This design comes from an exercise in tuning for small area and a short achievable clock period on the open sky130 flow, not from production work. The RTL was checked by simulation tests, not by an equivalence proof against the original design. Power is estimated from default activity; no workload was simulated.

## data_path
module data_path (
    input  wire        clk,
    input  wire        reset,
    input  wire [31:0] instr,
    input  wire [31:0] read_data,
    input  wire        irq,
    input  wire        firq,
    output wire [31:0] pc,
    output wire [31:0] addr_data,
    output wire [31:0] write_data,
    output wire        we
);
For scale: roughly 8,800 cells after synthesis, about 170 I/O pins, ~0.075 mm^2 of cells after synthesis.
clock: 15.0 ns
lec_check: 0
abc_area: 1
cap_margin: 30
cell_pad_in_sites_detail_placement: 1
cell_pad_in_sites_global_placement: 2
core_margin: 2
core_utilization: 45
cts_cluster_diameter: 100
cts_cluster_size: 20
place_density: 0.55
slew_margin: 30
standard.sh (not shown) runs the stock make flow with config.mk's settings and CLKGATE_MAP_FILE= SYNTH_SCRIPT=/design/flow/synth_recipe.tcl, a recipe that flattens the netlist after the stock synthesis.
==> flow/flow/run.sh <==
#!/bin/bash
# Layout: the standard ORFS flow (standard.sh), unchanged except that
# timing repair (floorplan, CTS and global-route repair_timing) aims for a
# larger setup slack than the default, so that it sizes and buffers the
# critical paths instead of stopping once the 15 ns clock is met.  The SDC,
# clock period, synthesis and every other step are the standard ones.
set -euo pipefail
cd "$(dirname "$0")/.."
bash standard.sh SETUP_SLACK_MARGIN=10 finish > flow_make.log 2>&1
Edit:
==> flow/flow/run.sh (replaced) <==
#!/bin/bash
# Layout: the standard ORFS flow (standard.sh), unchanged except that
# timing repair (floorplan, CTS and global-route repair_timing) aims for a
# larger setup slack than the default and uses only unbuffer, sizing, pin
# swap and cloning moves (no rebuffering), so that it sizes the critical
# paths instead of stopping once the 15 ns clock is met.  The SDC, clock
# period, synthesis and every other step are the standard ones.
set -euo pipefail
cd "$(dirname "$0")/.."
bash standard.sh SETUP_SLACK_MARGIN=9.5 SETUP_MOVE_SEQUENCE=unbuffer,sizeup,swap,clone finish > flow_make.log 2>&1
- combinational power decreases by about 10%
- first-iteration DRC count drops by about 7%
- die area is unchanged
- design area came out lower by about 4%
Edit:
==> flow/flow/run.sh (replaced) <==
#!/bin/bash
# Layout: the standard ORFS flow (standard.sh), unchanged except that
# timing repair (floorplan, CTS and global-route repair_timing) aims for a
# larger setup slack than the default, so that it sizes and buffers the
# critical paths instead of stopping once the 15 ns clock is met.  The SDC,
# clock period, synthesis and every other step are the standard ones.
set -euo pipefail
cd "$(dirname "$0")/.."
bash standard.sh SETUP_SLACK_MARGIN=8.5 finish > flow_make.log 2>&1
--- a/flow/config.mk
+++ b/flow/config.mk
@@ -7,3 +7,2 @@
 export LEC_CHECK = 0
-export ABC_AREA = 1
 export CAP_MARGIN = 30
@@ -12,6 +11,4 @@
 export CORE_MARGIN = 2
-export CORE_UTILIZATION = 45
-export CTS_CLUSTER_DIAMETER = 100
-export CTS_CLUSTER_SIZE = 20
-export PLACE_DENSITY = 0.55
+export CORE_UTILIZATION = 35
+export PLACE_DENSITY = 0.42
 export SLEW_MARGIN = 30
Effect:
- The new run completed with no timing, DRC or antenna violations
- sequential power is about the same
- final area grows by 3.8%
- setup slack got worse by 0.13 ns
- non-clock buffer count grows by 85
- wire length goes up by 6.2%
- die area came out higher by 28%
- register-to-register slack is worse by 0.13 ns
- clock power grows by 70%
Edit:
--- a/flow/flow/run.sh
+++ b/flow/flow/run.sh
@@ -8,2 +8,2 @@
 cd "$(dirname "$0")/.."
-bash standard.sh SETUP_SLACK_MARGIN=8.5 finish > flow_make.log 2>&1
+bash standard.sh SETUP_SLACK_MARGIN=9.5 finish > flow_make.log 2>&1
--- a/flow/config.mk
+++ b/flow/config.mk
@@ -11,4 +11,6 @@
 export CORE_MARGIN = 2
-export CORE_UTILIZATION = 35
-export PLACE_DENSITY = 0.42
+export CORE_UTILIZATION = 45
+export CTS_CLUSTER_DIAMETER = 100
+export CTS_CLUSTER_SIZE = 20
+export PLACE_DENSITY = 0.55
 export SLEW_MARGIN = 30
Outcome: Non-clock buffer count rises by 152; hold slack improved by 0.064 ns; routed wire length drops by 3.4%.
Edit:
--- a/flow/config.mk
+++ b/flow/config.mk
@@ -12,4 +12,2 @@
 export CORE_UTILIZATION = 45
-export CTS_CLUSTER_DIAMETER = 100
-export CTS_CLUSTER_SIZE = 20
 export PLACE_DENSITY = 0.55
=> The new run passed the timing, design-rule and antenna checks; sequential share of layout area came out lower by 0.64 points; fmax is higher by 1.7%; setup slack gains 0.10 ns; final area is higher by 1.7%; die area does not change.

========
Another version of the RTL of data_path (not shown whole).
Size: roughly 7,200 cells after synthesis, ~1,200 flip-flops, roughly 170 I/O pins.
==> flow/design.v (excerpt) <==
module data_path (
    input  wire        clk,
    input  wire        reset,
    input  wire [31:0] instr,
    input  wire [31:0] read_data,
    input  wire        irq,
    input  wire        firq,
    output wire [31:0] pc,
    output wire [31:0] addr_data,
    output wire [31:0] write_data,
    output wire        we
);
==> flow/config.mk <==
export PLATFORM = sky130hd
export DESIGN_NAME = data_path
export DESIGN_NICKNAME = data_path
export VERILOG_FILES = /design/flow/design.v
export SDC_FILE = /design/flow/constraint.sdc
export NUM_CORES = 4
export LEC_CHECK = 0
export CAP_MARGIN = 30
export CELL_PAD_IN_SITES_DETAIL_PLACEMENT = 1
export CELL_PAD_IN_SITES_GLOBAL_PLACEMENT = 2
export CORE_MARGIN = 2
export CORE_UTILIZATION = 45
export CTS_CLUSTER_DIAMETER = 100
export CTS_CLUSTER_SIZE = 20
export PLACE_DENSITY = 0.55
export SLEW_MARGIN = 30
==> flow/constraint.sdc <==
create_clock -name core_clock -period 15.0 [get_ports {clk}]
set_input_delay 3.0000 -clock core_clock [delete_from_list [all_inputs] [get_ports {clk}]]
set_output_delay 3.0000 -clock core_clock [all_outputs]
set_load 0.01 [all_outputs]
==> flow/flow/run.sh <==
#!/bin/bash
# Layout: the standard ORFS flow (standard.sh), unchanged except that
# timing repair (floorplan, CTS and global-route repair_timing) aims for a
# larger setup slack than the default, so that it sizes and buffers the
# critical paths instead of stopping once the 15 ns clock is met.  The SDC,
# clock period, synthesis and every other step are the standard ones.
set -euo pipefail
cd "$(dirname "$0")/.."
bash standard.sh SETUP_SLACK_MARGIN=9.5 finish > flow_make.log 2>&1
The starting point produced a clean layout.
Then changed:
- ABC_AREA: unset -> 1
After rerunning: Design area goes up by about 0.9%; power came out lower by about 1.7%; global-route usage is higher by 0.26 points; via count came out higher by about 9%; die area grows by about 1.3%.

[static timing again, ports no longer ideal]
In the flow no input, the clock included, has a driving cell. The finished layouts below were timed again as built, in two steps. Step 1 sets driving cells, clkbuf_16 on the clock port and buf_2 on the other inputs (assumed; they add their load-dependent delay and slew). Step 2 adds t to the input delays and takes it off the output delays; t is the mean of the earliest and latest rising clock arrival at the registers after step 1. Input paths then give back, and output paths get back, about the clock's delay inside the block. Slacks: no drivers / after step 1 / after step 2; pairs: no drivers / after step 1.
| run | t, ns | slack for setup (ns) | worst setup path after step 2 | worst slew at a driven data input, ns |
|---|---|---|---|---|
| the first run of note 1 | 0.846 | 8.802 / 8.802 / 8.802 | register to register | 0.16 |
| the second run of note 1 | 0.847 | 8.655 / 8.655 / 8.625 | input to register | 0.16 |
| the third run of note 1 | 0.933 | 8.526 / 8.526 / 7.687 | input to register | 0.06 |
| the fourth run of note 1 | 0.834 | 8.727 / 8.727 / 8.601 | input to register | 0.24 |
| the fifth run of note 1 | 0.883 | 8.829 / 8.829 / 8.525 | input to register | 0.24 |
| the first run of note 2 | 0.822 | 8.410 / 8.410 / 8.377 | input to register | 0.34 |
| the second run of note 2 | 0.846 | 8.572 / 8.572 / 8.369 | input to register | 0.30 |
After both steps every run listed still meets setup and hold. For the third run of note 1, which loses most, drivers alone change the setup slack by 0.000 ns; drivers and shift together by -0.839 ns.
